Context: an optimization exercise on an open-source flow, tuned for small area. The choices shown serve that exercise and are no tape-out recipe. In this exercise RTL edits were held to simulation tests only and were not proved equivalent to the original.

## flow/config.mk

```make
export PLATFORM = sky130hd
export DESIGN_NAME = MDC_NTT
export DESIGN_NICKNAME = MDC_NTT
export VERILOG_FILES = /design/flow/design.v
export SDC_FILE = /design/flow/constraint.sdc
export NUM_CORES = 4
export LEC_CHECK = 0
export CAP_MARGIN = 20
export CORE_MARGIN = 2
export CORE_UTILIZATION = 70
export CTS_BUF_LIST = sky130_fd_sc_hd__clkbuf_16
export CTS_CLUSTER_DIAMETER = 100
export CTS_CLUSTER_SIZE = 27
export PLACE_DENSITY = 0.8
export SLEW_MARGIN = 20
```

## flow/constraint.sdc

```tcl
create_clock -name core_clock -period 8.0 [get_ports {clk}]
set_input_delay 1.6000 -clock core_clock [delete_from_list [all_inputs] [get_ports {clk}]]
set_output_delay 1.6000 -clock core_clock [all_outputs]
set_load 0.01 [all_outputs]
```

## flow/design.v

```verilog
module MDC_NTT(
    input clk,
    input rst,
    input mode,
    input en,
    input [11:0] i1,
    input [11:0] i2,
    output [11:0] o1,
    output [11:0] o2,
    output done
    );
    reg [6:0] cnt;
    reg       run;
    reg       done_r;
    reg       m;         
    always @(posedge clk) begin
        if (!rst) m <= mode;
    end
    always @(posedge clk) begin
        if (!rst) begin
            cnt    <= 7'd0;
            run    <= 1'b0;
            done_r <= 1'b0;
        end else begin
            if (run | en) cnt <= cnt + 7'd1;
            run <= run | en;
            if (cnt == LAST) done_r <= en;
        end
    end
    assign done = done_r;
    wire [6:0] cnt_nx = !rst ? 7'd0 : ((run | en) ? cnt + 7'd1 : cnt);
    localparam integer LAT = 4;
    function [5:0] s_ntt(input integer L);
        s_ntt = LAT*L + 64 - (64 >> L);
    endfunction
    function [5:0] s_intt(input integer L);
        s_intt = LAT*L + (1 << L) - 1;
    endfunction
    function [5:0] bf_off(input integer k, input m);
        bf_off = m ? s_intt(6 - k) : s_ntt(k);
    endfunction
    function [5:0] c_off(input integer k, input m);
        c_off = m ? s_intt(5 - k) + LAT : s_ntt(k) + LAT;
    endfunction
    localparam [6:0] LAST = 7*LAT + 63 - 2;    
    wire [11:0] bf_n1 [0:6];
    wire [11:0] bf_n2 [0:6];
    wire [11:0] bf_i1 [0:6];
    wire [11:0] bf_i2 [0:6];
    wire [11:0] c_o1 [0:5];
    wire [11:0] c_o2 [0:5];
    genvar k;
    generate
        for (k = 0; k < 7; k = k + 1) begin : g_bf
            wire [5:0] ph  = cnt[5:0] - bf_off(k, m);
            wire [5:0] g   = ph >> (6 - k);
            wire [5:0] idx = m ? ~g : g;
            wire [11:0] a1n, a2n, a1i, a2i;
            if (k == 0) begin : g_in0
                assign a1n = i1;
                assign a2n = i2;
            end else begin : g_inn
                assign a1n = c_o1[k-1];
                assign a2n = c_o2[k-1];
            end
            if (k == 6) begin : g_in6
                assign a1i = i1;
                assign a2i = i2;
            end else begin : g_ini
                assign a1i = c_o1[k];
                assign a2i = c_o2[k];
            end
            BF #(k) bf(.clk(clk), .mode(m), .widx(idx),
                       .a1n(a1n), .a2n(a2n), .a1i(a1i), .a2i(a2i),
                       .n1(bf_n1[k]), .n2(bf_n2[k]), .i1(bf_i1[k]), .i2(bf_i2[k]));
        end
        for (k = 0; k < 6; k = k + 1) begin : g_c
            wire [5:0] ph = cnt_nx[5:0] - c_off(k, m);
            reg sel;
            always @(posedge clk) sel <= ph[5 - k];
            reg [11:0] y1, y2;
            always @(posedge clk) begin
                y1 <= m ? bf_i1[k+1] : bf_n1[k];
                y2 <= m ? bf_i2[k+1] : bf_n2[k];
            end
            C2 #(32 >> k) c(.clk(clk), .sel(sel), .i1(y1), .i2(y2),
                            .o1(c_o1[k]), .o2(c_o2[k]));
        end
    endgenerate
    assign o1 = m ? bf_i1[0] : bf_n1[6];
    assign o2 = m ? bf_i2[0] : bf_n2[6];
endmodule
module BF #(
    parameter K = 1
)(
    input             clk,
    input             mode,
    input      [5:0]  widx,
    input      [11:0] a1n,
    input      [11:0] a2n,
    input      [11:0] a1i,
    input      [11:0] a2i,
    output     [11:0] n1,
    output     [11:0] n2,
    output     [11:0] i1,
    output     [11:0] i2
);
    reg mb;
    always @(posedge clk) mb <= mode;
    reg  [11:0] x_r, side_r, side2_r, side3_r;
    reg  [23:0] p_r;
    reg  [12:0] rr_r;
    wire [11:0] t, s, d;
    modadd add(.a(mb ? a1i : side3_r), .b(mb ? a2i : t), .c(s));
    modsub sub(.a(mb ? a2i : side3_r), .b(mb ? a1i : t), .c(d));
    wire [11:0] w;
    generate
        if (K == 0) begin : g_w0
            assign w = mb ? 12'd1652 : 12'd1729;
        end else begin : g_wi
            reg [K-1:0] i_q;
            always @(posedge clk) i_q <= widx[K-1:0];
            tw_rom #(K) rom(.idx({{(6-K){1'b0}}, i_q}), .w(w));
        end
    endgenerate
    always @(posedge clk) begin
        x_r    <= mb ? d : a2n;
        side_r <= mb ? s : a1n;
    end
    wire [23:0] p;
    mul12 mul(.a(x_r), .b(w), .p(p));
    always @(posedge clk) begin
        p_r     <= p;
        side2_r <= side_r;
    end
    wire [11:0] qe;
    wire [12:0] rr;
    reduc_q rq(.p(p_r), .qe(qe));
    reduc_d rd(.plo(p_r[12:0]), .qe(qe), .rr(rr));
    always @(posedge clk) begin
        rr_r    <= rr;
        side3_r <= side2_r;
    end
    reduc_c rc(.rr(rr_r), .r(t));
    wire [11:0] o1_intt;
    generate
        if (K == 0) begin : g_sc
            wire [23:0] v = 24'd86554 - {side2_r, 4'd0} - {side2_r, 3'd0} - {side2_r, 1'b0};
            wire [11:0] qv;
            reduc_q rqv(.p(v), .qe(qv));
            reg  [12:0] vlo_r;
            reg  [4:0]  qv_r;
            always @(posedge clk) begin
                vlo_r <= v[12:0];
                qv_r  <= qv[4:0];
            end
            wire [12:0] rv;
            reduc_d rdv(.plo(vlo_r), .qe({7'd0, qv_r}), .rr(rv));
            reduc_c rcv(.rr(rv), .r(o1_intt));
        end else begin : g_nsc
            assign o1_intt = side3_r;
        end
    endgenerate
    assign n1 = s;
    assign n2 = d;
    assign i1 = o1_intt;
    assign i2 = t;
endmodule
module tw_rom #(parameter K = 1) (
    input  [5:0]  idx,
    output reg [11:0] w
);
    generate
        if (K == 1) begin : g_k1
            always @* begin
                case (idx[0:0])
                    1'd0: w = 12'd2580;
                    1'd1: w = 12'd3289;
                    default: w = 12'd0;
                endcase
            end
        end
        else if (K == 2) begin : g_k2
            always @* begin
                case (idx[1:0])
                    2'd0: w = 12'd2642;
                    2'd1: w = 12'd630;
                    2'd2: w = 12'd1897;
                    2'd3: w = 12'd848;
                    default: w = 12'd0;
                endcase
            end
        end
        else if (K == 3) begin : g_k3
            always @* begin
                case (idx[2:0])
                    3'd0: w = 12'd1062;
                    3'd1: w = 12'd1919;
                    3'd2: w = 12'd193;
                    3'd3: w = 12'd797;
                    3'd4: w = 12'd2786;
                    3'd5: w = 12'd3260;
                    3'd6: w = 12'd569;
                    3'd7: w = 12'd1746;
                    default: w = 12'd0;
                endcase
            end
        end
        else if (K == 4) begin : g_k4
            always @* begin
                case (idx[3:0])
                    4'd0: w = 12'd296;
                    4'd1: w = 12'd2447;
                    4'd2: w = 12'd1339;
                    4'd3: w = 12'd1476;
                    4'd4: w = 12'd3046;
                    4'd5: w = 12'd56;
                    4'd6: w = 12'd2240;
                    4'd7: w = 12'd1333;
                    4'd8: w = 12'd1426;
                    4'd9: w = 12'd2094;
                    4'd10: w = 12'd535;
                    4'd11: w = 12'd2882;
                    4'd12: w = 12'd2393;
                    4'd13: w = 12'd2879;
                    4'd14: w = 12'd1974;
                    4'd15: w = 12'd821;
                    default: w = 12'd0;
                endcase
            end
        end
        else if (K == 5) begin : g_k5
            always @* begin
                case (idx[4:0])
                    5'd0: w = 12'd289;
                    5'd1: w = 12'd331;
                    5'd2: w = 12'd3253;
                    5'd3: w = 12'd1756;
                    5'd4: w = 12'd1197;
                    5'd5: w = 12'd2304;
                    5'd6: w = 12'd2277;
                    5'd7: w = 12'd2055;
                    5'd8: w = 12'd650;
                    5'd9: w = 12'd1977;
                    5'd10: w = 12'd2513;
                    5'd11: w = 12'd632;
                    5'd12: w = 12'd2865;
                    5'd13: w = 12'd33;
                    5'd14: w = 12'd1320;
                    5'd15: w = 12'd1915;
                    5'd16: w = 12'd2319;
                    5'd17: w = 12'd1435;
                    5'd18: w = 12'd807;
                    5'd19: w = 12'd452;
                    5'd20: w = 12'd1438;
                    5'd21: w = 12'd2868;
                    5'd22: w = 12'd1534;
                    5'd23: w = 12'd2402;
                    5'd24: w = 12'd2647;
                    5'd25: w = 12'd2617;
                    5'd26: w = 12'd1481;
                    5'd27: w = 12'd648;
                    5'd28: w = 12'd2474;
                    5'd29: w = 12'd3110;
                    5'd30: w = 12'd1227;
                    5'd31: w = 12'd910;
                    default: w = 12'd0;
                endcase
            end
        end
        else if (K == 6) begin : g_k6
            always @* begin
                case (idx[5:0])
                    6'd0: w = 12'd17;
                    6'd1: w = 12'd2761;
                    6'd2: w = 12'd583;
                    6'd3: w = 12'd2649;
                    6'd4: w = 12'd1637;
                    6'd5: w = 12'd723;
                    6'd6: w = 12'd2288;
                    6'd7: w = 12'd1100;
                    6'd8: w = 12'd1409;
                    6'd9: w = 12'd2662;
                    6'd10: w = 12'd3281;
                    6'd11: w = 12'd233;
                    6'd12: w = 12'd756;
                    6'd13: w = 12'd2156;
                    6'd14: w = 12'd3015;
                    6'd15: w = 12'd3050;
                    6'd16: w = 12'd1703;
                    6'd17: w = 12'd1651;
                    6'd18: w = 12'd2789;
                    6'd19: w = 12'd1789;
                    6'd20: w = 12'd1847;
                    6'd21: w = 12'd952;
                    6'd22: w = 12'd1461;
                    6'd23: w = 12'd2687;
                    6'd24: w = 12'd939;
                    6'd25: w = 12'd2308;
                    6'd26: w = 12'd2437;
                    6'd27: w = 12'd2388;
                    6'd28: w = 12'd733;
                    6'd29: w = 12'd2337;
                    6'd30: w = 12'd268;
                    6'd31: w = 12'd641;
                    6'd32: w = 12'd1584;
                    6'd33: w = 12'd2298;
                    6'd34: w = 12'd2037;
                    6'd35: w = 12'd3220;
                    6'd36: w = 12'd375;
                    6'd37: w = 12'd2549;
                    6'd38: w = 12'd2090;
                    6'd39: w = 12'd1645;
                    6'd40: w = 12'd1063;
                    6'd41: w = 12'd319;
                    6'd42: w = 12'd2773;
                    6'd43: w = 12'd757;
                    6'd44: w = 12'd2099;
                    6'd45: w = 12'd561;
                    6'd46: w = 12'd2466;
                    6'd47: w = 12'd2594;
                    6'd48: w = 12'd2804;
                    6'd49: w = 12'd1092;
                    6'd50: w = 12'd403;
                    6'd51: w = 12'd1026;
                    6'd52: w = 12'd1143;
                    6'd53: w = 12'd2150;
                    6'd54: w = 12'd2775;
                    6'd55: w = 12'd886;
                    6'd56: w = 12'd1722;
                    6'd57: w = 12'd1212;
                    6'd58: w = 12'd1874;
                    6'd59: w = 12'd1029;
                    6'd60: w = 12'd2110;
                    6'd61: w = 12'd2935;
                    6'd62: w = 12'd885;
                    6'd63: w = 12'd2154;
                    default: w = 12'd0;
                endcase
            end
        end
    endgenerate
endmodule
module C2 #(
    parameter LEN = 32
)(
    input         clk,
    input         sel,
    input  [11:0] i1,
    input  [11:0] i2,
    output [11:0] o1,
    output [11:0] o2
);
    wire [11:0] u, c1;
    D #(LEN) d1(.clk(clk), .D_i(i2), .D_o(u));
    assign c1 = sel ? u : i1;
    assign o2 = sel ? i1 : u;
    D #(LEN) d2(.clk(clk), .D_i(c1), .D_o(o1));
endmodule
module D #(
    parameter LEN = 32
)(
    input         clk,
    input  [11:0] D_i,
    output [11:0] D_o
);
    reg [11:0] D_store [0:LEN-1];
    integer i;
    always @(posedge clk) begin
        D_store[0] <= D_i;
        for (i = 0; i < LEN-1; i = i + 1)
            D_store[i+1] <= D_store[i];
    end
    assign D_o = D_store[LEN-1];
endmodule
module modadd(
    input  [11:0] a,
    input  [11:0] b,
    output [11:0] c
);
    wire [12:0] s  = a + b;
    wire [12:0] sq = s + 13'd4863;                   
    wire        ge = s[12] | (s[11:0] >= 12'd3329);
    assign c = ge ? sq[11:0] : s[11:0];
endmodule
module modsub(
    input  [11:0] a,
    input  [11:0] b,
    output [11:0] c
);
    wire [12:0] d  = {1'b0, a} - {1'b0, b};
    wire [12:0] dq = d + 13'd3329;
    assign c = d[12] ? dq[11:0] : d[11:0];
endmodule
module reduc_q(
    input  [23:0] p,
    output [11:0] qe
);
    wire [14:0] a   = p[23:10] + p[23:12];
    wire [14:0] b   = p[23:16] + p[23:18];
    wire [14:0] acc = a + ~b + 15'd2;
    assign qe = acc[13:2];
endmodule
module reduc_d(
    input  [12:0] plo,
    input  [11:0] qe,
    output [12:0] rr
);
    wire [12:0] m = qe + {qe[4:0], 8'd0} + {qe[2:0], 10'd0} + {qe[1:0], 11'd0};
    assign rr = plo + ~m + 13'd1;
endmodule
module reduc_c(
    input  [12:0] rr,
    output [11:0] r
);
    wire [12:0] rq = rr + 13'd3329;
    assign r = rr[12] ? rq[11:0] : rr[11:0];
endmodule
module mul12(input [11:0] a, input [11:0] b, output [23:0] p);
  wire w1;
  assign w1 = a[0] & b[0];
  wire w2;
  assign w2 = a[0] & b[1];
  wire w3;
  assign w3 = a[0] & b[2];
  wire w4;
  assign w4 = a[0] & b[3];
  wire w5;
  assign w5 = a[0] & b[4];
  wire w6;
  assign w6 = a[0] & b[5];
  wire w7;
  assign w7 = a[0] & b[6];
  wire w8;
  assign w8 = a[0] & b[7];
  wire w9;
  assign w9 = a[0] & b[8];
  wire w10;
  assign w10 = a[0] & b[9];
  wire w11;
  assign w11 = a[0] & b[10];
  wire w12;
  assign w12 = a[0] & b[11];
  wire w13;
  assign w13 = a[1] & b[0];
  wire w14;
  assign w14 = a[1] & b[1];
  wire w15;
  assign w15 = a[1] & b[2];
  wire w16;
  assign w16 = a[1] & b[3];
  wire w17;
  assign w17 = a[1] & b[4];
  wire w18;
  assign w18 = a[1] & b[5];
  wire w19;
  assign w19 = a[1] & b[6];
  wire w20;
  assign w20 = a[1] & b[7];
  wire w21;
  assign w21 = a[1] & b[8];
  wire w22;
  assign w22 = a[1] & b[9];
  wire w23;
  assign w23 = a[1] & b[10];
  wire w24;
  assign w24 = a[1] & b[11];
  wire w25;
  assign w25 = a[2] & b[0];
  wire w26;
  assign w26 = a[2] & b[1];
  wire w27;
  assign w27 = a[2] & b[2];
  wire w28;
  assign w28 = a[2] & b[3];
  wire w29;
  assign w29 = a[2] & b[4];
  wire w30;
  assign w30 = a[2] & b[5];
  wire w31;
  assign w31 = a[2] & b[6];
  wire w32;
  assign w32 = a[2] & b[7];
  wire w33;
  assign w33 = a[2] & b[8];
  wire w34;
  assign w34 = a[2] & b[9];
  wire w35;
  assign w35 = a[2] & b[10];
  wire w36;
  assign w36 = a[2] & b[11];
  wire w37;
  assign w37 = a[3] & b[0];
  wire w38;
  assign w38 = a[3] & b[1];
  wire w39;
  assign w39 = a[3] & b[2];
  wire w40;
  assign w40 = a[3] & b[3];
  wire w41;
  assign w41 = a[3] & b[4];
  wire w42;
  assign w42 = a[3] & b[5];
  wire w43;
  assign w43 = a[3] & b[6];
  wire w44;
  assign w44 = a[3] & b[7];
  wire w45;
  assign w45 = a[3] & b[8];
  wire w46;
  assign w46 = a[3] & b[9];
  wire w47;
  assign w47 = a[3] & b[10];
  wire w48;
  assign w48 = a[3] & b[11];
  wire w49;
  assign w49 = a[4] & b[0];
  wire w50;
  assign w50 = a[4] & b[1];
  wire w51;
  assign w51 = a[4] & b[2];
  wire w52;
  assign w52 = a[4] & b[3];
  wire w53;
  assign w53 = a[4] & b[4];
  wire w54;
  assign w54 = a[4] & b[5];
  wire w55;
  assign w55 = a[4] & b[6];
  wire w56;
  assign w56 = a[4] & b[7];
  wire w57;
  assign w57 = a[4] & b[8];
  wire w58;
  assign w58 = a[4] & b[9];
  wire w59;
  assign w59 = a[4] & b[10];
  wire w60;
  assign w60 = a[4] & b[11];
  wire w61;
  assign w61 = a[5] & b[0];
  wire w62;
  assign w62 = a[5] & b[1];
  wire w63;
  assign w63 = a[5] & b[2];
  wire w64;
  assign w64 = a[5] & b[3];
  wire w65;
  assign w65 = a[5] & b[4];
  wire w66;
  assign w66 = a[5] & b[5];
  wire w67;
  assign w67 = a[5] & b[6];
  wire w68;
  assign w68 = a[5] & b[7];
  wire w69;
  assign w69 = a[5] & b[8];
  wire w70;
  assign w70 = a[5] & b[9];
  wire w71;
  assign w71 = a[5] & b[10];
  wire w72;
  assign w72 = a[5] & b[11];
  wire w73;
  assign w73 = a[6] & b[0];
  wire w74;
  assign w74 = a[6] & b[1];
  wire w75;
  assign w75 = a[6] & b[2];
  wire w76;
  assign w76 = a[6] & b[3];
  wire w77;
  assign w77 = a[6] & b[4];
  wire w78;
  assign w78 = a[6] & b[5];
  wire w79;
  assign w79 = a[6] & b[6];
  wire w80;
  assign w80 = a[6] & b[7];
  wire w81;
  assign w81 = a[6] & b[8];
  wire w82;
  assign w82 = a[6] & b[9];
  wire w83;
  assign w83 = a[6] & b[10];
  wire w84;
  assign w84 = a[6] & b[11];
  wire w85;
  assign w85 = a[7] & b[0];
  wire w86;
  assign w86 = a[7] & b[1];
  wire w87;
  assign w87 = a[7] & b[2];
  wire w88;
  assign w88 = a[7] & b[3];
  wire w89;
  assign w89 = a[7] & b[4];
  wire w90;
  assign w90 = a[7] & b[5];
  wire w91;
  assign w91 = a[7] & b[6];
  wire w92;
  assign w92 = a[7] & b[7];
  wire w93;
  assign w93 = a[7] & b[8];
  wire w94;
  assign w94 = a[7] & b[9];
  wire w95;
  assign w95 = a[7] & b[10];
  wire w96;
  assign w96 = a[7] & b[11];
  wire w97;
  assign w97 = a[8] & b[0];
  wire w98;
  assign w98 = a[8] & b[1];
  wire w99;
  assign w99 = a[8] & b[2];
  wire w100;
  assign w100 = a[8] & b[3];
  wire w101;
  assign w101 = a[8] & b[4];
  wire w102;
  assign w102 = a[8] & b[5];
  wire w103;
  assign w103 = a[8] & b[6];
  wire w104;
  assign w104 = a[8] & b[7];
  wire w105;
  assign w105 = a[8] & b[8];
  wire w106;
  assign w106 = a[8] & b[9];
  wire w107;
  assign w107 = a[8] & b[10];
  wire w108;
  assign w108 = a[8] & b[11];
  wire w109;
  assign w109 = a[9] & b[0];
  wire w110;
  assign w110 = a[9] & b[1];
  wire w111;
  assign w111 = a[9] & b[2];
  wire w112;
  assign w112 = a[9] & b[3];
  wire w113;
  assign w113 = a[9] & b[4];
  wire w114;
  assign w114 = a[9] & b[5];
  wire w115;
  assign w115 = a[9] & b[6];
  wire w116;
  assign w116 = a[9] & b[7];
  wire w117;
  assign w117 = a[9] & b[8];
  wire w118;
  assign w118 = a[9] & b[9];
  wire w119;
  assign w119 = a[9] & b[10];
  wire w120;
  assign w120 = a[9] & b[11];
  wire w121;
  assign w121 = a[10] & b[0];
  wire w122;
  assign w122 = a[10] & b[1];
  wire w123;
  assign w123 = a[10] & b[2];
  wire w124;
  assign w124 = a[10] & b[3];
  wire w125;
  assign w125 = a[10] & b[4];
  wire w126;
  assign w126 = a[10] & b[5];
  wire w127;
  assign w127 = a[10] & b[6];
  wire w128;
  assign w128 = a[10] & b[7];
  wire w129;
  assign w129 = a[10] & b[8];
  wire w130;
  assign w130 = a[10] & b[9];
  wire w131;
  assign w131 = a[10] & b[10];
  wire w132;
  assign w132 = a[10] & b[11];
  wire w133;
  assign w133 = a[11] & b[0];
  wire w134;
  assign w134 = a[11] & b[1];
  wire w135;
  assign w135 = a[11] & b[2];
  wire w136;
  assign w136 = a[11] & b[3];
  wire w137;
  assign w137 = a[11] & b[4];
  wire w138;
  assign w138 = a[11] & b[5];
  wire w139;
  assign w139 = a[11] & b[6];
  wire w140;
  assign w140 = a[11] & b[7];
  wire w141;
  assign w141 = a[11] & b[8];
  wire w142;
  assign w142 = a[11] & b[9];
  wire w143;
  assign w143 = a[11] & b[10];
  wire w144;
  assign w144 = a[11] & b[11];
  wire w145;
  wire w146;
  assign w145 = w10 ^ w21;
  assign w146 = w10 & w21;
  wire w147;
  wire w148;
  assign w147 = w11 ^ w22 ^ w33;
  assign w148 = (w11 & w22) | (w11 & w33) | (w22 & w33);
  wire w149;
  wire w150;
  assign w149 = w44 ^ w55;
  assign w150 = w44 & w55;
  wire w151;
  wire w152;
  assign w151 = w12 ^ w23 ^ w34;
  assign w152 = (w12 & w23) | (w12 & w34) | (w23 & w34);
  wire w153;
  wire w154;
  assign w153 = w45 ^ w56 ^ w67;
  assign w154 = (w45 & w56) | (w45 & w67) | (w56 & w67);
  wire w155;
  wire w156;
  assign w155 = w78 ^ w89;
  assign w156 = w78 & w89;
  wire w157;
  wire w158;
  assign w157 = w24 ^ w35 ^ w46;
  assign w158 = (w24 & w35) | (w24 & w46) | (w35 & w46);
  wire w159;
  wire w160;
  assign w159 = w57 ^ w68 ^ w79;
  assign w160 = (w57 & w68) | (w57 & w79) | (w68 & w79);
  wire w161;
  wire w162;
  assign w161 = w90 ^ w101;
  assign w162 = w90 & w101;
  wire w163;
  wire w164;
  assign w163 = w36 ^ w47 ^ w58;
  assign w164 = (w36 & w47) | (w36 & w58) | (w47 & w58);
  wire w165;
  wire w166;
  assign w165 = w69 ^ w80 ^ w91;
  assign w166 = (w69 & w80) | (w69 & w91) | (w80 & w91);
  wire w167;
  wire w168;
  assign w167 = w48 ^ w59 ^ w70;
  assign w168 = (w48 & w59) | (w48 & w70) | (w59 & w70);
  wire w169;
  wire w170;
  assign w169 = w7 ^ w18;
  assign w170 = w7 & w18;
  wire w171;
  wire w172;
  assign w171 = w8 ^ w19 ^ w30;
  assign w172 = (w8 & w19) | (w8 & w30) | (w19 & w30);
  wire w173;
  wire w174;
  assign w173 = w41 ^ w52;
  assign w174 = w41 & w52;
  wire w175;
  wire w176;
  assign w175 = w9 ^ w20 ^ w31;
  assign w176 = (w9 & w20) | (w9 & w31) | (w20 & w31);
  wire w177;
  wire w178;
  assign w177 = w42 ^ w53 ^ w64;
  assign w178 = (w42 & w53) | (w42 & w64) | (w53 & w64);
  wire w179;
  wire w180;
  assign w179 = w75 ^ w86;
  assign w180 = w75 & w86;
  wire w181;
  wire w182;
  assign w181 = w145 ^ w32 ^ w43;
  assign w182 = (w145 & w32) | (w145 & w43) | (w32 & w43);
  wire w183;
  wire w184;
  assign w183 = w54 ^ w65 ^ w76;
  assign w184 = (w54 & w65) | (w54 & w76) | (w65 & w76);
  wire w185;
  wire w186;
  assign w185 = w87 ^ w98 ^ w109;
  assign w186 = (w87 & w98) | (w87 & w109) | (w98 & w109);
  wire w187;
  wire w188;
  assign w187 = w147 ^ w149 ^ w66;
  assign w188 = (w147 & w149) | (w147 & w66) | (w149 & w66);
  wire w189;
  wire w190;
  assign w189 = w77 ^ w88 ^ w99;
  assign w190 = (w77 & w88) | (w77 & w99) | (w88 & w99);
  wire w191;
  wire w192;
  assign w191 = w110 ^ w121 ^ w146;
  assign w192 = (w110 & w121) | (w110 & w146) | (w121 & w146);
  wire w193;
  wire w194;
  assign w193 = w151 ^ w153 ^ w155;
  assign w194 = (w151 & w153) | (w151 & w155) | (w153 & w155);
  wire w195;
  wire w196;
  assign w195 = w100 ^ w111 ^ w122;
  assign w196 = (w100 & w111) | (w100 & w122) | (w111 & w122);
  wire w197;
  wire w198;
  assign w197 = w133 ^ w148 ^ w150;
  assign w198 = (w133 & w148) | (w133 & w150) | (w148 & w150);
  wire w199;
  wire w200;
  assign w199 = w157 ^ w159 ^ w161;
  assign w200 = (w157 & w159) | (w157 & w161) | (w159 & w161);
  wire w201;
  wire w202;
  assign w201 = w112 ^ w123 ^ w134;
  assign w202 = (w112 & w123) | (w112 & w134) | (w123 & w134);
  wire w203;
  wire w204;
  assign w203 = w152 ^ w154 ^ w156;
  assign w204 = (w152 & w154) | (w152 & w156) | (w154 & w156);
  wire w205;
  wire w206;
  assign w205 = w163 ^ w165 ^ w102;
  assign w206 = (w163 & w165) | (w163 & w102) | (w165 & w102);
  wire w207;
  wire w208;
  assign w207 = w113 ^ w124 ^ w135;
  assign w208 = (w113 & w124) | (w113 & w135) | (w124 & w135);
  wire w209;
  wire w210;
  assign w209 = w158 ^ w160 ^ w162;
  assign w210 = (w158 & w160) | (w158 & w162) | (w160 & w162);
  wire w211;
  wire w212;
  assign w211 = w167 ^ w81 ^ w92;
  assign w212 = (w167 & w81) | (w167 & w92) | (w81 & w92);
  wire w213;
  wire w214;
  assign w213 = w103 ^ w114 ^ w125;
  assign w214 = (w103 & w114) | (w103 & w125) | (w114 & w125);
  wire w215;
  wire w216;
  assign w215 = w136 ^ w164 ^ w166;
  assign w216 = (w136 & w164) | (w136 & w166) | (w164 & w166);
  wire w217;
  wire w218;
  assign w217 = w60 ^ w71 ^ w82;
  assign w218 = (w60 & w71) | (w60 & w82) | (w71 & w82);
  wire w219;
  wire w220;
  assign w219 = w93 ^ w104 ^ w115;
  assign w220 = (w93 & w104) | (w93 & w115) | (w104 & w115);
  wire w221;
  wire w222;
  assign w221 = w126 ^ w137 ^ w168;
  assign w222 = (w126 & w137) | (w126 & w168) | (w137 & w168);
  wire w223;
  wire w224;
  assign w223 = w72 ^ w83 ^ w94;
  assign w224 = (w72 & w83) | (w72 & w94) | (w83 & w94);
  wire w225;
  wire w226;
  assign w225 = w105 ^ w116 ^ w127;
  assign w226 = (w105 & w116) | (w105 & w127) | (w116 & w127);
  wire w227;
  wire w228;
  assign w227 = w84 ^ w95 ^ w106;
  assign w228 = (w84 & w95) | (w84 & w106) | (w95 & w106);
  wire w229;
  wire w230;
  assign w229 = w5 ^ w16;
  assign w230 = w5 & w16;
  wire w231;
  wire w232;
  assign w231 = w6 ^ w17 ^ w28;
  assign w232 = (w6 & w17) | (w6 & w28) | (w17 & w28);
  wire w233;
  wire w234;
  assign w233 = w39 ^ w50;
  assign w234 = w39 & w50;
  wire w235;
  wire w236;
  assign w235 = w169 ^ w29 ^ w40;
  assign w236 = (w169 & w29) | (w169 & w40) | (w29 & w40);
  wire w237;
  wire w238;
  assign w237 = w51 ^ w62 ^ w73;
  assign w238 = (w51 & w62) | (w51 & w73) | (w62 & w73);
  wire w239;
  wire w240;
  assign w239 = w171 ^ w173 ^ w63;
  assign w240 = (w171 & w173) | (w171 & w63) | (w173 & w63);
  wire w241;
  wire w242;
  assign w241 = w74 ^ w85 ^ w170;
  assign w242 = (w74 & w85) | (w74 & w170) | (w85 & w170);
  wire w243;
  wire w244;
  assign w243 = w175 ^ w177 ^ w179;
  assign w244 = (w175 & w177) | (w175 & w179) | (w177 & w179);
  wire w245;
  wire w246;
  assign w245 = w97 ^ w172 ^ w174;
  assign w246 = (w97 & w172) | (w97 & w174) | (w172 & w174);
  wire w247;
  wire w248;
  assign w247 = w181 ^ w183 ^ w185;
  assign w248 = (w181 & w183) | (w181 & w185) | (w183 & w185);
  wire w249;
  wire w250;
  assign w249 = w176 ^ w178 ^ w180;
  assign w250 = (w176 & w178) | (w176 & w180) | (w178 & w180);
  wire w251;
  wire w252;
  assign w251 = w187 ^ w189 ^ w191;
  assign w252 = (w187 & w189) | (w187 & w191) | (w189 & w191);
  wire w253;
  wire w254;
  assign w253 = w182 ^ w184 ^ w186;
  assign w254 = (w182 & w184) | (w182 & w186) | (w184 & w186);
  wire w255;
  wire w256;
  assign w255 = w193 ^ w195 ^ w197;
  assign w256 = (w193 & w195) | (w193 & w197) | (w195 & w197);
  wire w257;
  wire w258;
  assign w257 = w188 ^ w190 ^ w192;
  assign w258 = (w188 & w190) | (w188 & w192) | (w190 & w192);
  wire w259;
  wire w260;
  assign w259 = w199 ^ w201 ^ w203;
  assign w260 = (w199 & w201) | (w199 & w203) | (w201 & w203);
  wire w261;
  wire w262;
  assign w261 = w194 ^ w196 ^ w198;
  assign w262 = (w194 & w196) | (w194 & w198) | (w196 & w198);
  wire w263;
  wire w264;
  assign w263 = w205 ^ w207 ^ w209;
  assign w264 = (w205 & w207) | (w205 & w209) | (w207 & w209);
  wire w265;
  wire w266;
  assign w265 = w200 ^ w202 ^ w204;
  assign w266 = (w200 & w202) | (w200 & w204) | (w202 & w204);
  wire w267;
  wire w268;
  assign w267 = w211 ^ w213 ^ w215;
  assign w268 = (w211 & w213) | (w211 & w215) | (w213 & w215);
  wire w269;
  wire w270;
  assign w269 = w206 ^ w208 ^ w210;
  assign w270 = (w206 & w208) | (w206 & w210) | (w208 & w210);
  wire w271;
  wire w272;
  assign w271 = w217 ^ w219 ^ w221;
  assign w272 = (w217 & w219) | (w217 & w221) | (w219 & w221);
  wire w273;
  wire w274;
  assign w273 = w212 ^ w214 ^ w216;
  assign w274 = (w212 & w214) | (w212 & w216) | (w214 & w216);
  wire w275;
  wire w276;
  assign w275 = w223 ^ w225 ^ w138;
  assign w276 = (w223 & w225) | (w223 & w138) | (w225 & w138);
  wire w277;
  wire w278;
  assign w277 = w218 ^ w220 ^ w222;
  assign w278 = (w218 & w220) | (w218 & w222) | (w220 & w222);
  wire w279;
  wire w280;
  assign w279 = w227 ^ w117 ^ w128;
  assign w280 = (w227 & w117) | (w227 & w128) | (w117 & w128);
  wire w281;
  wire w282;
  assign w281 = w139 ^ w224 ^ w226;
  assign w282 = (w139 & w224) | (w139 & w226) | (w224 & w226);
  wire w283;
  wire w284;
  assign w283 = w96 ^ w107 ^ w118;
  assign w284 = (w96 & w107) | (w96 & w118) | (w107 & w118);
  wire w285;
  wire w286;
  assign w285 = w129 ^ w140 ^ w228;
  assign w286 = (w129 & w140) | (w129 & w228) | (w140 & w228);
  wire w287;
  wire w288;
  assign w287 = w108 ^ w119 ^ w130;
  assign w288 = (w108 & w119) | (w108 & w130) | (w119 & w130);
  wire w289;
  wire w290;
  assign w289 = w4 ^ w15;
  assign w290 = w4 & w15;
  wire w291;
  wire w292;
  assign w291 = w229 ^ w27 ^ w38;
  assign w292 = (w229 & w27) | (w229 & w38) | (w27 & w38);
  wire w293;
  wire w294;
  assign w293 = w231 ^ w233 ^ w61;
  assign w294 = (w231 & w233) | (w231 & w61) | (w233 & w61);
  wire w295;
  wire w296;
  assign w295 = w235 ^ w237 ^ w232;
  assign w296 = (w235 & w237) | (w235 & w232) | (w237 & w232);
  wire w297;
  wire w298;
  assign w297 = w239 ^ w241 ^ w236;
  assign w298 = (w239 & w241) | (w239 & w236) | (w241 & w236);
  wire w299;
  wire w300;
  assign w299 = w243 ^ w245 ^ w240;
  assign w300 = (w243 & w245) | (w243 & w240) | (w245 & w240);
  wire w301;
  wire w302;
  assign w301 = w247 ^ w249 ^ w244;
  assign w302 = (w247 & w249) | (w247 & w244) | (w249 & w244);
  wire w303;
  wire w304;
  assign w303 = w251 ^ w253 ^ w248;
  assign w304 = (w251 & w253) | (w251 & w248) | (w253 & w248);
  wire w305;
  wire w306;
  assign w305 = w255 ^ w257 ^ w252;
  assign w306 = (w255 & w257) | (w255 & w252) | (w257 & w252);
  wire w307;
  wire w308;
  assign w307 = w259 ^ w261 ^ w256;
  assign w308 = (w259 & w261) | (w259 & w256) | (w261 & w256);
  wire w309;
  wire w310;
  assign w309 = w263 ^ w265 ^ w260;
  assign w310 = (w263 & w265) | (w263 & w260) | (w265 & w260);
  wire w311;
  wire w312;
  assign w311 = w267 ^ w269 ^ w264;
  assign w312 = (w267 & w269) | (w267 & w264) | (w269 & w264);
  wire w313;
  wire w314;
  assign w313 = w271 ^ w273 ^ w268;
  assign w314 = (w271 & w273) | (w271 & w268) | (w273 & w268);
  wire w315;
  wire w316;
  assign w315 = w275 ^ w277 ^ w272;
  assign w316 = (w275 & w277) | (w275 & w272) | (w277 & w272);
  wire w317;
  wire w318;
  assign w317 = w279 ^ w281 ^ w276;
  assign w318 = (w279 & w281) | (w279 & w276) | (w281 & w276);
  wire w319;
  wire w320;
  assign w319 = w283 ^ w285 ^ w280;
  assign w320 = (w283 & w285) | (w283 & w280) | (w285 & w280);
  wire w321;
  wire w322;
  assign w321 = w287 ^ w141 ^ w284;
  assign w322 = (w287 & w141) | (w287 & w284) | (w141 & w284);
  wire w323;
  wire w324;
  assign w323 = w120 ^ w131 ^ w142;
  assign w324 = (w120 & w131) | (w120 & w142) | (w131 & w142);
  wire w325;
  wire w326;
  assign w325 = w3 ^ w14;
  assign w326 = w3 & w14;
  wire w327;
  wire w328;
  assign w327 = w289 ^ w26 ^ w37;
  assign w328 = (w289 & w26) | (w289 & w37) | (w26 & w37);
  wire w329;
  wire w330;
  assign w329 = w291 ^ w49 ^ w290;
  assign w330 = (w291 & w49) | (w291 & w290) | (w49 & w290);
  wire w331;
  wire w332;
  assign w331 = w293 ^ w230 ^ w292;
  assign w332 = (w293 & w230) | (w293 & w292) | (w230 & w292);
  wire w333;
  wire w334;
  assign w333 = w295 ^ w234 ^ w294;
  assign w334 = (w295 & w234) | (w295 & w294) | (w234 & w294);
  wire w335;
  wire w336;
  assign w335 = w297 ^ w238 ^ w296;
  assign w336 = (w297 & w238) | (w297 & w296) | (w238 & w296);
  wire w337;
  wire w338;
  assign w337 = w299 ^ w242 ^ w298;
  assign w338 = (w299 & w242) | (w299 & w298) | (w242 & w298);
  wire w339;
  wire w340;
  assign w339 = w301 ^ w246 ^ w300;
  assign w340 = (w301 & w246) | (w301 & w300) | (w246 & w300);
  wire w341;
  wire w342;
  assign w341 = w303 ^ w250 ^ w302;
  assign w342 = (w303 & w250) | (w303 & w302) | (w250 & w302);
  wire w343;
  wire w344;
  assign w343 = w305 ^ w254 ^ w304;
  assign w344 = (w305 & w254) | (w305 & w304) | (w254 & w304);
  wire w345;
  wire w346;
  assign w345 = w307 ^ w258 ^ w306;
  assign w346 = (w307 & w258) | (w307 & w306) | (w258 & w306);
  wire w347;
  wire w348;
  assign w347 = w309 ^ w262 ^ w308;
  assign w348 = (w309 & w262) | (w309 & w308) | (w262 & w308);
  wire w349;
  wire w350;
  assign w349 = w311 ^ w266 ^ w310;
  assign w350 = (w311 & w266) | (w311 & w310) | (w266 & w310);
  wire w351;
  wire w352;
  assign w351 = w313 ^ w270 ^ w312;
  assign w352 = (w313 & w270) | (w313 & w312) | (w270 & w312);
  wire w353;
  wire w354;
  assign w353 = w315 ^ w274 ^ w314;
  assign w354 = (w315 & w274) | (w315 & w314) | (w274 & w314);
  wire w355;
  wire w356;
  assign w355 = w317 ^ w278 ^ w316;
  assign w356 = (w317 & w278) | (w317 & w316) | (w278 & w316);
  wire w357;
  wire w358;
  assign w357 = w319 ^ w282 ^ w318;
  assign w358 = (w319 & w282) | (w319 & w318) | (w282 & w318);
  wire w359;
  wire w360;
  assign w359 = w321 ^ w286 ^ w320;
  assign w360 = (w321 & w286) | (w321 & w320) | (w286 & w320);
  wire w361;
  wire w362;
  assign w361 = w323 ^ w288 ^ w322;
  assign w362 = (w323 & w288) | (w323 & w322) | (w288 & w322);
  wire w363;
  wire w364;
  assign w363 = w132 ^ w143 ^ w324;
  assign w364 = (w132 & w143) | (w132 & w324) | (w143 & w324);
  wire [23:0] r0 = {1'b0,w144,w363,w361,w359,w357,w355,w353,w351,w349,w347,w345,w343,w341,w339,w337,w335,w333,w331,w329,w327,w325,w2,w1};
  wire [23:0] r1 = {1'b0,w364,w362,w360,w358,w356,w354,w352,w350,w348,w346,w344,w342,w340,w338,w336,w334,w332,w330,w328,w326,w25,w13,1'b0};
  wire [8:0] rc;
  assign rc[0] = 1'b0;
  genvar gi;
  generate for (gi = 0; gi < 8; gi = gi + 1) begin : rp
    assign p[gi] = r0[gi] ^ r1[gi] ^ rc[gi];
    assign rc[gi+1] = (r0[gi] & r1[gi]) | (rc[gi] & (r0[gi] ^ r1[gi]));
  end endgenerate
  wire co;
  bk16 fa(.a(r0[23:8]), .b(r1[23:8]), .ci(rc[8]), .s(p[23:8]), .co(co));
endmodule
module bk16(input [15:0] a, input [15:0] b, input ci, output [15:0] s, output co);
  wire [15:0] p = a ^ b;
  wire [15:0] g0 = a & b;
  wire gc0 = g0[0] | (p[0] & ci);
  wire G1 = g0[1] | (p[1] & gc0);
  wire P1 = p[1] & p[0];
  wire G2 = g0[3] | (p[3] & g0[2]);
  wire P2 = p[3] & p[2];
  wire G3 = g0[5] | (p[5] & g0[4]);
  wire P3 = p[5] & p[4];
  wire G4 = g0[7] | (p[7] & g0[6]);
  wire P4 = p[7] & p[6];
  wire G5 = g0[9] | (p[9] & g0[8]);
  wire P5 = p[9] & p[8];
  wire G6 = g0[11] | (p[11] & g0[10]);
  wire P6 = p[11] & p[10];
  wire G7 = g0[13] | (p[13] & g0[12]);
  wire P7 = p[13] & p[12];
  wire G8 = g0[15] | (p[15] & g0[14]);
  wire P8 = p[15] & p[14];
  wire G9 = G2 | (P2 & G1);
  wire P9 = P2 & P1;
  wire G10 = G4 | (P4 & G3);
  wire P10 = P4 & P3;
  wire G11 = G6 | (P6 & G5);
  wire P11 = P6 & P5;
  wire G12 = G8 | (P8 & G7);
  wire P12 = P8 & P7;
  wire G13 = G10 | (P10 & G9);
  wire P13 = P10 & P9;
  wire G14 = G12 | (P12 & G11);
  wire P14 = P12 & P11;
  wire G15 = G14 | (P14 & G13);
  wire P15 = P14 & P13;
  wire G16 = g0[2] | (p[2] & G1);
  wire P16 = p[2] & P1;
  wire G17 = g0[4] | (p[4] & G9);
  wire P17 = p[4] & P9;
  wire G18 = G3 | (P3 & G9);
  wire P18 = P3 & P9;
  wire G19 = g0[6] | (p[6] & G18);
  wire P19 = p[6] & P18;
  wire G20 = g0[8] | (p[8] & G13);
  wire P20 = p[8] & P13;
  wire G21 = G5 | (P5 & G13);
  wire P21 = P5 & P13;
  wire G22 = g0[10] | (p[10] & G21);
  wire P22 = p[10] & P21;
  wire G23 = G11 | (P11 & G13);
  wire P23 = P11 & P13;
  wire G24 = g0[12] | (p[12] & G23);
  wire P24 = p[12] & P23;
  wire G25 = G7 | (P7 & G23);
  wire P25 = P7 & P23;
  wire G26 = g0[14] | (p[14] & G25);
  wire P26 = p[14] & P25;
  wire [16:0] c;
  assign c[0] = ci;
  assign c[1] = gc0;
  assign c[2] = G1;
  assign c[3] = G16;
  assign c[4] = G9;
  assign c[5] = G17;
  assign c[6] = G18;
  assign c[7] = G19;
  assign c[8] = G13;
  assign c[9] = G20;
  assign c[10] = G21;
  assign c[11] = G22;
  assign c[12] = G23;
  assign c[13] = G24;
  assign c[14] = G25;
  assign c[15] = G26;
  assign c[16] = G15;
  assign s = p ^ c[15:0];
  assign co = c[16];
endmodule
```

## flow/run.sh

```bash
#!/bin/bash
# synth_recipe.tcl (not shown) runs the flow's synth.tcl, then flattens the netlist and writes it again
# the make line also repeats each setting of config.mk as NAME=value (left out here)
make -C /OpenROAD-flow-scripts/flow DESIGN_CONFIG=/design/flow/config.mk WORK_HOME=/design/flow/orfs CLKGATE_MAP_FILE= SYNTH_SCRIPT=/design/flow/synth_recipe.tcl finish
```

==> summary.txt <==
==> cells by family after synthesis <==
family / count (synthesis)
other cells: 2
compound gates: 1595
flops: 2335
mux: 391
xor+xnor: 647
buf+inv: 1590
simple gates: 2361
fa+ha+maj: 1624
==> layout make-up <==
class / count / area [µm²] / area share [%]
Tap cell: 2072 / 2590 / 2.22
Clock buffer: 102 / 2550 / 2.19
Antenna cell: 4 / 10.0 / 0.00857
Multi-Input combinational cell: 6629 / 58800 / 50.3
Sequential cell: 2335 / 46800 / 40.0
Clock inverter: 19 / 355 / 0.304
Inverter: 1288 / 4850 / 4.15
Timing Repair Buffer: 97 / 908 / 0.778
==> through the flow <==
stage | worst slack, ns | instance area [µm²] | hold slack [ns] | instances
2_1_floorplan | 1.65 | 111000 | 0.310 | 10554
3_5_place_dp | 0.392 | 114000 | 0.312 | 12420
3_3_place_gp | 0.396 | 114000 | 0.310 | 12420
4_1_cts | 0.378 | 117000 | 0.294 | 12541
6_report | 0.359 | 117000 | 0.282 | 12546
5_1_grt | 0.153 | 117000 | 0.296 | 12542
==> layer usage <==
| metal | vias to the layer above | routed length [µm] |
|---|---|---|
| met3 | 604 | 16300 |
| li1 | 34008 | - |
| met1 | 35273 | 112000 |
| met5 | - | 52 |
| met4 | 8 | 11000 |
| met2 | 2257 | 127000 |
==> worst max-delay path, stage by stage <==
cell and delay [ns]:
clkdlybuf4s50_1 0.45, mux2_2 0.29, ha_1 0.25, fa_1 0.49
a211oi_1 0.46, o21bai_1 0.14, a211o_1 0.32, a211oi_2 0.41
nand4b_1 0.18, a41oi_2 0.20, buf_4 0.21, nor2_1 0.07
xnor2_1 0.23, mux2_2 0.20, clkdlybuf4s50_1 0.53
==> sequential cells by signal, summed over array words and instances (netlist names), 3 cells and up <==
signal	count
g_c.c.d1.D_store	756
g_c.c.d2.D_store	756
g_bf.bf.p_r	168
g_bf.bf.rr_r	91
g_bf.bf.side2_r	84
g_bf.bf.side3_r	84
g_bf.bf.side_r	84
g_bf.bf.x_r	84
g_c.y1	72
g_c.y2	72
g_bf.bf.mul.b	48
g_bf.bf.g_sc.vlo_r	12
cnt	7
g_bf.bf.g_sc.qv_r	5
g_c.sel	5
g_bf.bf.g_wi.i_q	3
==> cell usage in the layout (no fill, tap or decap), types with 188 or more instances in the layout <==
cell type | Yosys | layout
xor2_1 | 253 | 252
and2_1 | 537 | 537
mux2i_1 | 188 | 188
mux2_2 | 197 | 197
nor2_1 | 558 | 558
fa_1 | 830 | 830
xnor2_1 | 394 | 387
dfxtp_1 | 2334 | 2332
a21oi_1 | 537 | 537
inv_1 | 1285 | 1284
o21ai_0 | 249 | 249
ha_1 | 794 | 794
nand2_1 | 562 | 562
==> final timing paths <==
path	start	endpoint	slack [ns]	depth (start not counted)
setup / recovery	i1[0]	o1[7]	0.36	15
hold / removal	g_c[0].c.d2.D_store[1][7]	g_c[0].c.d2.D_store[2][7]	0.28	0
setup reg to reg	g_bf[1].bf.p_r[18]	g_bf[1].bf.rr_r[12]	0.62	29
hold reg to reg	g_c[0].c.d2.D_store[1][7]	g_c[0].c.d2.D_store[2][7]	0.28	0
==> results.json <==
{
  "run_status": "timing/DRC/antenna clean",
  "nets": 12103,
  "synth-xor-area-share_pct": 5.09,
  "drcViolationCount": 0,
  "gp_congestion": 0.970,
  "syn_area_um2": 111000,
  "seq_area_frac_synth_pct": 42.0,
  "ios": 53,
  "skew_ns": 0.0740,
  "drv_slew": 0,
  "grt_busiest_layer": "met2",
  "cts_setup_buffers": 0,
  "fin_setup_tns_ns": 0,
  "row_count": 146,
  "syn_inst": 10545,
  "clk_latency_ns": 0.81,
  "cts.sinks": 2335,
  "use_met3_pct": 4.76,
  "period_needed_ns": 7.64,
  "yosys-mux-area-fraction_pct": 3.80,
  "async_reset_ff_share_pct": 0,
  "grt_pass1_wl_um": 416000,
  "ys_ff_latch": 2335,
  "worstSetupEndpointType": "output pin",
  "hpwl_um": 203000,
  "h-tree-depth": 3,
  "n_fill_cell": 10938,
  "portBuffers": 52,
  "synth_cell_types": 101,
  "final_layout_size_suffix_gt1_share_pct": 4.39,
  "synthSimpleGateAreaFrac_pct": 10.6,
  "wl_um": 266000,
  "path_clk_slew_ns": 0.11,
  "synth_top_cell_area_share_pct": 41.9,
  "cts_buffers": 100,
  "synth_warnings": 26,
  "gr-total-overflow": 0,
  "cp_max_fo": 10,
  "timing.fmax_mhz": 131,
  "grt_pass1_vias": 73911,
  "grt_usage_pct": 33.1,
  "synth_compound_area_share_pct": 9.31,
  "finalSetupViolCount": 0,
  "worst_pin_slew_ns": 1.11,
  "drt_iter0_drc": 5650,
  "final_util_pct": 73.8,
  "fp.dieW_um": 403,
  "clock_path_buffers": 3,
  "synth_edf_count": 1,
  "hold_class": "flop to flop",
  "max-cap-violations": 0,
  "post-route-period-util_pct": 95.5,
  "dieArea_um2": 162000,
  "core_um2": 158000,
  "start_util_pct": 70.4,
  "yosys-top-cells-count": "dfxtp_1 (2334), inv_1 (1285), fa_1 (830), ha_1 (794), nand2_1 (562)",
  "met2_usage_pct": 55.4,
  "dominantRegCellSynth": "dfxtp_1",
  "cts_hold_buf": 0,
  "dieHeight_um": 403,
  "routed_via_density": 5.75,
  "grt_max_degree": 192,
  "syn2layout_area_growth_pct": 4.85,
  "final_hold_viol_count": 0,
  "use_met1_pct": 44.0,
  "cts-root-buf": "clkbuf_16",
  "synth_area_leaders": "dfxtp_1 (42%), fa_1 (15%), ha_1 (8.9%)",
  "cp.arrival_ns": 6.04,
  "antenna_found_initial": 10,
  "yosysMostFrequentCell": "dfxtp_1",
  "required_ns": 6.40,
  "synth_top_family_by_area": "adder cells",
  "grt_setup_unrepaired": "false",
  "cts_tree": "built",
  "critical_path_class": "input pin to output pin",
  "start_kind": "input pin",
  "wl_per_cell_um": 21.2,
  "cts_resized": 0,
  "synthAdderAreaFrac_pct": 23.8,
  "ant_nets": 0,
  "drtPass1Iterations": 6,
  "dr_total_vias": 72150,
  "synth_area_per_cell_um2": 10.6,
  "yosysTopAreaCell": "dfxtp_1",
  "relSlewSlack_pct": 25.7
}

-- re-timing with driven ports --
How much do the figures lean on ideal ports? The routed layout below was timed once more, with nothing changed but the port constraints.
Step 1 sets driving cells, clkbuf_16 on the clock port and buf_2 on the other inputs (assumed; they add their load-dependent delay and slew).
Step 2 times the ports against the registers' clock, not the clock port: input delays grow and output delays shrink by t, the midpoint of the rising clock arrivals with the driver on.
Three values: no drivers, after step 1, after step 2; two values: the first two.
shift t [ns]: 0.858
setup WS [ns]: 0.359 / 0.332 / 0.332
hold WS [ns]: 0.282 / 0.282 / 0.282
worst setup path after step 2: input to output
worst slew at a driven data input, ns: 0.06
After both steps this run still meets setup and hold. For this run, drivers alone change the setup slack by -0.027 ns; drivers and shift together by -0.027 ns.
